Context: an optimization exercise on an open-source flow, tuned for small area and a short achievable clock period. The choices shown serve that exercise and are no tape-out recipe. RTL that was checked went through simulation tests only; none was proved equivalent to the original. The RTL of run 2 was laid out without a check of its function. No activity file was given, so power comes from the tool's default toggle rates.

==> flow/design.v (outline; a module is shown in full before it is edited, if it fits) <==
// module rdy_gate: 3 lines
// module perceptron_ctrl: 31 lines
// module perceptron_dp: 1114 lines
// module booth_enc: 5 lines
// module ao22m: 3 lines
// module invm: 3 lines
// module oai22m: 3 lines
// module nor2m: 3 lines
// module or2m: 3 lines
// module xor2m: 3 lines
// module xnor2m: 3 lines
// module fa: 4 lines
// module ha: 4 lines
// module perceptron_top: 44 lines
module perceptron_top #(
    parameter WIDTH = 16
  ) (
    input clk,
    input reset,
    input      val_i,
    output     rdy_o,
    output     val_o,
    input      rdy_i,
    input  [1:0] W1W0b_en_i,
    input        b_i,
    input        W0_i,
    input        W1_i,
    input signed [WIDTH-1:0] X0_i,
    input signed [WIDTH-1:0] X1_i,
    output     Y_o
);
  // ...
==> flow/flow/run.sh <==
#!/bin/bash
# The standard layout (standard.sh: unchanged synthesis and steps), with
#  - the port buffers made of a plain buffer cell instead of the delay buffer
#    that buffer_ports picks by default, and
#  - setup repair limited to resizing gates and swapping pins (no buffer
#    insertion or gate cloning).
# ORFS keeps each step's full log under orfs/logs/; make's own output goes to
# make.log here.
set -euo pipefail
bash standard.sh BUFFER_PORTS_ARGS="-buffer_cell sky130_fd_sc_hd__buf_2" \
  SETUP_MOVE_SEQUENCE="unbuffer,sizeup,swap" finish > make.log 2>&1
==> flow/standard.sh <==
#!/bin/bash
# synth_recipe.tcl (not shown) runs the flow's synth.tcl, then flattens the netlist and writes it again
# the make line also repeats each setting of config.mk as NAME=value (left out here)
make -C /OpenROAD-flow-scripts/flow DESIGN_CONFIG=/design/flow/config.mk WORK_HOME=/design/flow/orfs CLKGATE_MAP_FILE= SYNTH_SCRIPT=/design/flow/synth_recipe.tcl "${@:-finish}"
==> flow/config.mk <==
export PLATFORM = sky130hd
export DESIGN_NAME = perceptron_top
export DESIGN_NICKNAME = perceptron_top
export VERILOG_FILES = /design/flow/design.v
export SDC_FILE = /design/flow/constraint.sdc
export NUM_CORES = 4
export LEC_CHECK = 0
export CAP_MARGIN = 20
export CORE_MARGIN = 2
export CORE_UTILIZATION = 40
export SETUP_SLACK_MARGIN = 4.6
export SLEW_MARGIN = 20
export SYNTH_HIERARCHICAL = 1
export SYNTH_MINIMUM_KEEP_SIZE = 0
==> flow/constraint.sdc <==
create_clock -name core_clock -period 9.0 [get_ports {clk}]
set_input_delay 1.8000 -clock core_clock [delete_from_list [all_inputs] [get_ports {clk}]]
set_output_delay 1.8000 -clock core_clock [all_outputs]
set_load 0.01 [all_outputs]
==> notes.md, run 1 <==
status -> timing/DRC/antenna clean
worst r2r path cells -> 8
Final Setup Violations -> 0
CP max stage cell -> fa_2
Synth Area per Inst -> 11.3 um^2
Synth Cell Area -> 15100 um^2
Hold EP -> dp.b[15]
Starting Density -> 40.2%
Arrival @ worst endpoint -> 4.59 ns
combinational-cell power consumption -> 1.58 mW
first-pass GRT wire length -> 68600 um
mux contribution to synthesized area -> 0.0665%
Worst path depth -> 8
clock root cell -> clkbuf_16
number of remaining DRC errors -> 0
met2 WL -> 19900 um
Hold WC Path Type -> flop to flop
pwr dens -> 196 nW/um^2
Leak -> 5.70 nW
Yosys top cell area share -> 31.9%
HP Start -> dp.b[15]
Post-Synthesis Cells -> 1337
clk sinks -> 135
CTS tree -> yes
switching share of power -> 37.2%
Avg WL per Cell -> 23.2 um
area delta synth->final -> 11.1%
GPL Wtd Cong -> 1.00
final worst-path cycle share -> 48.9%
combinational fraction of design power -> 48.2%
Synth Register Bits -> 135
Die ar. -> 39200 um^2
area of the multi-input gates -> 11000 um^2
post-route core utilization -> 44.7%
Reg2Reg Setup Slack -> 4.59 ns
total sequential power -> 0.948 mW
internal power -> 2.06 mW
flip-flop and latch area -> 3550 um^2
==> run 2, diff against run 1 <==
--- a/flow/design.v
+++ b/flow/design.v
@@ -188,22 +188,22 @@
 wire c1045, s1046, c1047, s1048, c1049, s1050, c1051, s1052, c1053, s1054, c1055, s1056;
 wire c1057, s1058, c1059, s1060, c1061, s1062, c1063, s1064, c1065, s1066, c1067, s1068;
 wire c1069, s1070, c1071, s1072, c1073, s1074, c1075, s1076, c1077, s1078, c1079, s1080;
 wire c1081, s1082, c1083, s1084, c1085, s1086, c1087, s1088, c1089, g1090, q1091, g1092;
 wire q1093, G1094, g1095, q1096, G1097, g1098, q1099, G1100, g1101, q1102, G1103, g1104;
 wire q1105, g1106, q1107, G1108, P1109, g1110, q1111, G1112, g1113, q1114, G1115, P1116;
 wire g1117, q1118, G1119, g1120, q1121, G1122, g1123, q1124, G1125, P1126, g1127, q1128;
 wire G1129, g1130, q1131, G1132, P1133, g1134, q1135, g1136, q1137, G1138, P1139, g1140;
-wire q1141, g1142, q1143, g1144, q1145, g1146, q1147, g1148, q1149, g1150, q1151, g1152;
-wire q1153, g1154, q1155, g1156, q1157, g1158, q1159, g1160, q1161, g1162, q1163, g1164;
-wire q1165, g1166, q1167, g1168, q1169, g1170, q1171, G1172, P1173, G1174, G1175, P1176;
-wire G1177, P1178, G1179, P1180, G1181, P1182, G1183, P1184, G1185, P1186, G1187, P1188;
-wire G1189, P1190, G1191, G1192, P1193, G1194, P1195, G1196, P1197, G1198, G1199, P1200;
-wire G1201, G1202;
+wire q1141, G1142, g1143, q1144, g1145, q1146, G1147, P1148, g1149, q1150, g1151, q1152;
+wire g1153, q1154, g1155, q1156, g1157, q1158, g1159, q1160, g1161, q1162, g1163, q1164;
+wire g1165, q1166, g1167, q1168, g1169, q1170, g1171, q1172, g1173, q1174, G1175, G1176;
+wire P1177, G1178, P1179, G1180, P1181, G1182, P1183, G1184, P1185, G1186, P1187, G1188;
+wire P1189, G1190, P1191, G1192, G1193, P1194, G1195, P1196, G1197, P1198, G1199, G1200;
+wire P1201, G1202;
 nor2m u_sel1 (.a(wn0a[0]), .b(onen0a[0]), .y(sel1));
 xnor2m u_p2 (.a(sel1), .b(negn0a[0]), .y(p2));
 oai22m u_sel3 (.a(wn0a[1]), .b(onen0a[0]), .c(wn0a[0]), .d(twon0a[0]), .y(sel3));
 xnor2m u_p4 (.a(sel3), .b(negn0a[0]), .y(p4));
 oai22m u_sel5 (.a(wn0a[2]), .b(onen0a[0]), .c(wn0a[1]), .d(twon0a[0]), .y(sel5));
 xnor2m u_p6 (.a(sel5), .b(negn0a[0]), .y(p6));
 oai22m u_sel7 (.a(wn0a[3]), .b(onen0a[0]), .c(wn0a[2]), .d(twon0a[0]), .y(sel7));
 xnor2m u_p8 (.a(sel7), .b(negn0a[0]), .y(p8));
@@ -1070,85 +1070,85 @@
 assign G1132 = G1125 | (P1126 & g1130);
 assign P1133 = P1126 & q1131;
 assign g1134 = c1041 & s1052;
 assign q1135 = c1041 | s1052;
 assign g1136 = c1053 & s1064;
 assign q1137 = c1053 | s1064;
 assign G1138 = g1136 | (q1137 & g1134);
 assign P1139 = q1137 & q1135;
-reg [36:0] cs;
+assign g1140 = s662 & s664;
+assign q1141 = s662 | s664;
+assign G1142 = g1140 | (q1141 & G1129);
+assign g1143 = c665 & s688;
+assign q1144 = c665 | s688;
+assign g1145 = c689 & s712;
+assign q1146 = c689 | s712;
+assign G1147 = g1145 | (q1146 & g1143);
+assign P1148 = q1146 & q1144;
+reg [32:0] cs;
 always @ (posedge clk)
 begin
   if (en_egress == 1)
-    cs <= {P1133, G1132, P1139, G1138, s1040, c1025, s1024, c1009, s1008, c989, s988, c969, s968, c945, s944, c921, s920, c893, s892, c865, s864, c833, s832, c801, s800, s798, s768, c741, s740, c713, s712, c689, s688, c665, s664, s662, G1129};
+    cs <= {P1133, G1132, P1139, G1138, s1040, c1025, s1024, c1009, s1008, c989, s988, c969, s968, c945, s944, c921, s920, c893, s892, c865, s864, c833, s832, c801, s800, s798, s768, c741, s740, c713, P1148, G1147, G1142};
 end
-assign g1140 = cs[1] & cs[2];
-assign q1141 = cs[1] | cs[2];
-assign g1142 = cs[3] & cs[4];
-assign q1143 = cs[3] | cs[4];
-assign g1144 = cs[5] & cs[6];
-assign q1145 = cs[5] | cs[6];
-assign g1146 = cs[7] & cs[8];
-assign q1147 = cs[7] | cs[8];
-assign g1148 = cs[9] & cs[10];
-assign q1149 = cs[9] | cs[10];
-assign g1150 = cs[11] & cs[12];
-assign q1151 = cs[11] | cs[12];
-assign g1152 = cs[13] & cs[14];
-assign q1153 = cs[13] | cs[14];
-assign g1154 = cs[15] & cs[16];
-assign q1155 = cs[15] | cs[16];
-assign g1156 = cs[17] & cs[18];
-assign q1157 = cs[17] | cs[18];
-assign g1158 = cs[19] & cs[20];
-assign q1159 = cs[19] | cs[20];
-assign g1160 = cs[21] & cs[22];
-assign q1161 = cs[21] | cs[22];
-assign g1162 = cs[23] & cs[24];
-assign q1163 = cs[23] | cs[24];
-assign g1164 = cs[25] & cs[26];
-assign q1165 = cs[25] | cs[26];
-assign g1166 = cs[27] & cs[28];
-assign q1167 = cs[27] | cs[28];
-assign g1168 = cs[29] & cs[30];
-assign q1169 = cs[29] | cs[30];
-assign g1170 = cs[31] & cs[32];
-assign q1171 = cs[31] | cs[32];
-assign G1172 = cs[35] | (cs[36] & cs[33]);
-assign P1173 = cs[36] & cs[34];
-assign G1174 = g1140 | (q1141 & cs[0]);
-assign G1175 = g1144 | (q1145 & g1142);
-assign P1176 = q1145 & q1143;
-assign G1177 = g1148 | (q1149 & g1146);
-assign P1178 = q1149 & q1147;
-assign G1179 = g1152 | (q1153 & g1150);
-assign P1180 = q1153 & q1151;
-assign G1181 = g1156 | (q1157 & g1154);
-assign P1182 = q1157 & q1155;
-assign G1183 = g1160 | (q1161 & g1158);
-assign P1184 = q1161 & q1159;
-assign G1185 = g1164 | (q1165 & g1162);
-assign P1186 = q1165 & q1163;
-assign G1187 = g1168 | (q1169 & g1166);
-assign P1188 = q1169 & q1167;
-assign G1189 = G1172 | (P1173 & g1170);
-assign P1190 = P1173 & q1171;
-assign G1191 = G1175 | (P1176 & G1174);
-assign G1192 = G1179 | (P1180 & G1177);
-assign P1193 = P1180 & P1178;
-assign G1194 = G1183 | (P1184 & G1181);
-assign P1195 = P1184 & P1182;
-assign G1196 = G1187 | (P1188 & G1185);
-assign P1197 = P1188 & P1186;
-assign G1198 = G1192 | (P1193 & G1191);
-assign G1199 = G1196 | (P1197 & G1194);
-assign P1200 = P1197 & P1195;
-assign G1201 = G1199 | (P1200 & G1198);
-assign G1202 = G1189 | (P1190 & G1201);
+assign g1149 = cs[3] & cs[4];
+assign q1150 = cs[3] | cs[4];
+assign g1151 = cs[5] & cs[6];
+assign q1152 = cs[5] | cs[6];
+assign g1153 = cs[7] & cs[8];
+assign q1154 = cs[7] | cs[8];
+assign g1155 = cs[9] & cs[10];
+assign q1156 = cs[9] | cs[10];
+assign g1157 = cs[11] & cs[12];
+assign q1158 = cs[11] | cs[12];
+assign g1159 = cs[13] & cs[14];
+assign q1160 = cs[13] | cs[14];
+assign g1161 = cs[15] & cs[16];
+assign q1162 = cs[15] | cs[16];
+assign g1163 = cs[17] & cs[18];
+assign q1164 = cs[17] | cs[18];
+assign g1165 = cs[19] & cs[20];
+assign q1166 = cs[19] | cs[20];
+assign g1167 = cs[21] & cs[22];
+assign q1168 = cs[21] | cs[22];
+assign g1169 = cs[23] & cs[24];
+assign q1170 = cs[23] | cs[24];
+assign g1171 = cs[25] & cs[26];
+assign q1172 = cs[25] | cs[26];
+assign g1173 = cs[27] & cs[28];
+assign q1174 = cs[27] | cs[28];
+assign G1175 = cs[1] | (cs[2] & cs[0]);
+assign G1176 = cs[31] | (cs[32] & cs[29]);
+assign P1177 = cs[32] & cs[30];
+assign G1178 = g1151 | (q1152 & g1149);
+assign P1179 = q1152 & q1150;
+assign G1180 = g1155 | (q1156 & g1153);
+assign P1181 = q1156 & q1154;
+assign G1182 = g1159 | (q1160 & g1157);
+assign P1183 = q1160 & q1158;
+assign G1184 = g1163 | (q1164 & g1161);
+assign P1185 = q1164 & q1162;
+assign G1186 = g1167 | (q1168 & g1165);
+assign P1187 = q1168 & q1166;
+assign G1188 = g1171 | (q1172 & g1169);
+assign P1189 = q1172 & q1170;
+assign G1190 = G1176 | (P1177 & g1173);
+assign P1191 = P1177 & q1174;
+assign G1192 = G1178 | (P1179 & G1175);
+assign G1193 = G1182 | (P1183 & G1180);
+assign P1194 = P1183 & P1181;
+assign G1195 = G1186 | (P1187 & G1184);
+assign P1196 = P1187 & P1185;
+assign G1197 = G1190 | (P1191 & G1188);
+assign P1198 = P1191 & P1189;
+assign G1199 = G1193 | (P1194 & G1192);
+assign G1200 = G1197 | (P1198 & G1195);
+assign P1201 = P1198 & P1196;
+assign G1202 = G1200 | (P1201 & G1199);
 assign Y_o = ~(1'b1 ^ G1202);
 endmodule
 module booth_enc (input xh, input xm, input xl, output neg, output one, output two);
   assign neg = xh;
   assign one = xm ^ xl;
   assign two = (xh ^ xm) & ~(xm ^ xl);
 endmodule
 module ao22m (input a, input b, input c, input d, output y);
==> flow/flow/run.sh (replaced) <==
#!/bin/bash
# The standard layout (standard.sh: unchanged synthesis and steps), with
#  - the port buffers made of a plain buffer cell instead of the delay buffer
#    that buffer_ports picks by default, and
#  - setup repair limited to resizing gates and swapping pins (no buffer
#    insertion or gate cloning).
# ORFS keeps each step's full log under orfs/logs/; make's own output goes to
# make.log here.
set -euo pipefail
bash standard.sh BUFFER_PORTS_ARGS="-buffer_cell sky130_fd_sc_hd__buf_1" \
  SETUP_MOVE_SEQUENCE="unbuffer,sizeup,swap" finish > make.log 2>&1
==> flow/config.mk (replaced) <==
export PLATFORM = sky130hd
export DESIGN_NAME = perceptron_top
export DESIGN_NICKNAME = perceptron_top
export VERILOG_FILES = /design/flow/design.v
export SDC_FILE = /design/flow/constraint.sdc
export NUM_CORES = 4
export LEC_CHECK = 0
export CAP_MARGIN = 20
export CORE_MARGIN = 2
export CORE_UTILIZATION = 55
export CTS_BUF_LIST = sky130_fd_sc_hd__clkbuf_8
export SETUP_SLACK_MARGIN = 4.6
export SLEW_MARGIN = 20
export SYNTH_HIERARCHICAL = 1
export SYNTH_MINIMUM_KEEP_SIZE = 0
==> run 2 against run 1 <==
  * Register-to-register slack worse by 0.07 ns
  * Combinational power up 3%
  * Hold slack gained 0.0096 ns
  * Cell count decreased by 9.0%
  * Core utilization increased by 16 points
  * Clock power is 28% lower
  * Count of clock-buffer cells in the layout shrank 1
  * Power decreased by 6.1%
  * Design area down 3.2%
  * Maximum frequency shrank 1.6%
  * Sequential share of layout area barely moved
  * Global-route usage up 7.3 points
  * Critical endpoint is now dp.cs[10]
  * Largest cell class unchanged
  * Highest routed layer unchanged
==> notes.md, run 2 <==
status -> timing/DRC/antenna clean
GPL Wtd Cong -> 1.02 (+2.0%)
most common cell in the netlist -> xnor2_1
Synth Area per Inst -> 11.2 um^2 (-0.54%)
FMAX -> 223 MHz
row count -> 60
most frequent cells in the layout -> o22ai_1 (259), xnor2_1 (245), fa_1 (213)
CTS tree -> yes
Starting Density -> 55.8% (+16 points)
Die ar. -> 28500 um^2 (-27%)
Setup TNS -> 0 ns
sequential share of the synthesized area -> 22.9%
met2 WL -> 18000 um (-9.3%)
Iter 0 DRT Violations -> 1064
met3 routed WL -> 4580 um
Crit Path Class -> flop to flop
Placed Cells incl. Taps -> 1715
Max FO, Critical Path -> 9
pin count of the biggest net entering global routing -> 50
Power, Total -> 3.08 mW
hold violation count in the final report -> 0
clock root cell -> clkbuf_8
predominant post-synthesis flop cell -> edfxtp_1
post-route core utilization -> 60.4% (+16 points)
CTS Buf Count -> 17
worst endpoint required time -> 9.20 ns
Synth Register Bits -> 131 (-3.0%)
most flop-heavy register -> dp.cs
Pins Over Slew Limit -> 0
top layer in use -> met4
Pre-antenna DRT Iters -> 8
fin crit period -> 4.48 ns
YS warnings -> 8
Leak -> 5.50 nW (-3.5%)
Via density -> 6.24
core area -> 26800 um^2
Setup crit start kind -> flop
CP Capture Type -> flop
vias in the first global route -> 10800
Post-Synthesis Cells -> 1336 (-0.075%)
top post-synthesis cells by count -> xnor2_1 (265), o22ai_1 (259), fa_1 (240), inv_1 (166), edfxtp_1 (81)
ant diodes -> 0
pwr dens -> 190 nW/um^2 (-3.0%)
# IOs -> 44
Synth Cell Area -> 15000 um^2 (-0.62%)
M1 WL -> 19000 um
# Post-CTS Setup Buffers -> 0
first-pass GRT wire length -> 64800 um (-5.6%)
worst skew pair latency -> 0.49 ns
clk sinks -> 131 (-3.0%)
initial antenna violation count -> 0
max reg flops -> 33
Hold WC Path Type -> flop to flop
antenna viol nets, final -> 0
clk slew on worst S/H paths -> 0.10 ns
area delta synth->final -> 8.29%
detailed-route via count -> 10900
layout cell share with drive strength beyond 1 -> 9.17%
Hold WS -> 0.494 ns
largest cells by area after synthesis -> fa_1 (32%), edfxtp_1 (16%), xnor2_1 (16%), o22ai_1 (11%), dfxtp_1 (6.7%)
Rel. slew slack -> 33.1%
htree depth -> 4
Yosys top cell area share -> 32.1% (+0.20 points)
RSZ-0062 raised after global routing -> yes
final non-filler cell total -> 1747
global-route usage over all layers -> 31.0%
number of flops mapped to enable cells by yosys -> 81
Avg WL per Cell -> 24.4 um (+4.9%)
Worst-Margin Slew -> 1.00 ns
number of remaining DRC errors -> 0 (unchanged)
CTS max path bufs -> 2
commonest non-fill, non-tap cell in the layout -> o22ai_1
Yosys cell types -> 46
Final #Nets -> 1697
Final Setup Violations -> 0 (unchanged)
Die Ht -> 169 um
number of fill cells -> 2259
Worst Clk Skew -> 0.0391 ns
area of the multi-input gates -> 11100 um^2 (+0.39%)
VDD IR max -> 0.114 mV
port buffer count -> 43
hold buffers post-CTS -> 0
Max-Cap Viols -> 0
HPWL after DPL -> 34900 um
flip-flop and latch area -> 3430 um^2 (-3.4%)
GRT overflow -> 0
Synth area leader -> fa_1
Post-synth ARST share -> 0%
final worst-path cycle share -> 49.7% (+0.77 points)
Arrival @ worst endpoint -> 4.67 ns (+0.08 ns)
die width -> 169 um
Routed Wire Length -> 42600 um
-- run 2: per-layer routing --
metal / vias up / track usage, %
met5: - / 0
met1: 5431 / 46.4
met3: 64 / 7.88
li1: 4846 / -
met2: 565 / 45.5
met4: 0 / 7.08
-- run 2: metrics by stage --
stage          setup WS [ns]  cell area [um^2]
2_1_floorplan           4.89             15000
6_report                4.52             16200
4_1_cts                 4.58             16100
5_1_grt                 4.45             16200
3_3_place_gp            4.54             15500
3_5_place_dp            4.48             15500
-- run 2: path summary, 6_finish.rpt --
path,cells after the start,slack [ns],to,from
setup reg to reg,8,4.52,dp.cs[10],dp.neg0[5]
setup / recovery,8,4.52,dp.cs[10],dp.neg0[5]
hold reg to reg,1,0.49,dp.b[15],dp.b[15]
hold / removal,1,0.49,dp.b[15],dp.b[15]
-- run 2: cell families (layout without fill, tap and decap cells) --
group,count (synthesis),in the layout,share of synthesized area (%)
other,1,6,0.0251
AO/OA/AOI/OAI,374,374,17.3
adder cells (fa/ha/maj),265,265,34.2
AND/OR/NAND/NOR,85,85,3.17
XOR/XNOR,297,297,17.4
multiplexers,1,1,0.0669
buffers and inverters,182,247,4.97
flip-flops,131,131,22.9
-- run 2: final cells by class --
type / count / area share (%)
multi-input cells: 1028 / 68.3
flip-flops and latches: 131 / 21.2
inverters: 166 / 4.01
well taps: 341 / 2.63
clock buffers: 17 / 1.44
repair buffers: 49 / 1.30
clock inverters: 15 / 1.14
-- run 2: Yosys stat by module (local to each module, per instance), excerpt --
module / cell area (um^2) / copies in the design
xnor2m: 8.76 / 265
nor2m: 3.75 / 16
perceptron_dp: 3900 / 1
oai22m: 6.26 / 256
booth_enc: 38.8 / 16
fa: 20.0 / 240
perceptron_ctrl: 109 / 1
xor2m: 8.76 / 16
ha: 12.5 / 23
-- run 2: timing repair --
action | CTS | global route
resized for setup | 28 | 35
pin swaps | 11 | 4
endpoints found under the setup margin | 8 | 16
-- run 2: worst max-delay path, stage by stage (launching register included) --
cell and delay (ns):
edfxtp_1 0.53, clkinvlp_4 0.43, xnor2_1 0.28, fa_1 0.47
fa_1 0.50, fa_1 0.52, fa_1 0.57, fa_1 0.44
fa_1 0.45
-- run 2: power breakdown --
part           internal, mW  switching, mW
Sequential            0.852         0.0573
Combinational         0.759          0.870
Clock                 0.215          0.331

==> separate check: timing with driven ports <==
The results above use ideal ports. As a check the final layouts listed here were re-extracted and re-timed, cells and wires unchanged. Step 1: set_driving_cell puts a clkbuf_16 on clk and a buf_2 on each other input, an assumption about the parent block. Step 2 adds t to the input delays and takes it off the output delays; t is the mean of the earliest and latest rising clock arrival at the registers after step 1. Input paths then give back, and output paths get back, about the clock's delay inside the block. a / b / c = ideal / step 1 / step 2; a / b = the first two.
run	shift t [ns]	setup WS [ns]	clock arrival spread, ns	worst register clock-pin slew, ns
run 1	0.474	4.595 / 4.595 / 4.595	0.012 / 0.012	0.07 / 0.07
run 2	0.516	4.525 / 4.525 / 4.525	0.039 / 0.039	0.12 / 0.12
After both steps every run listed still meets setup and hold.
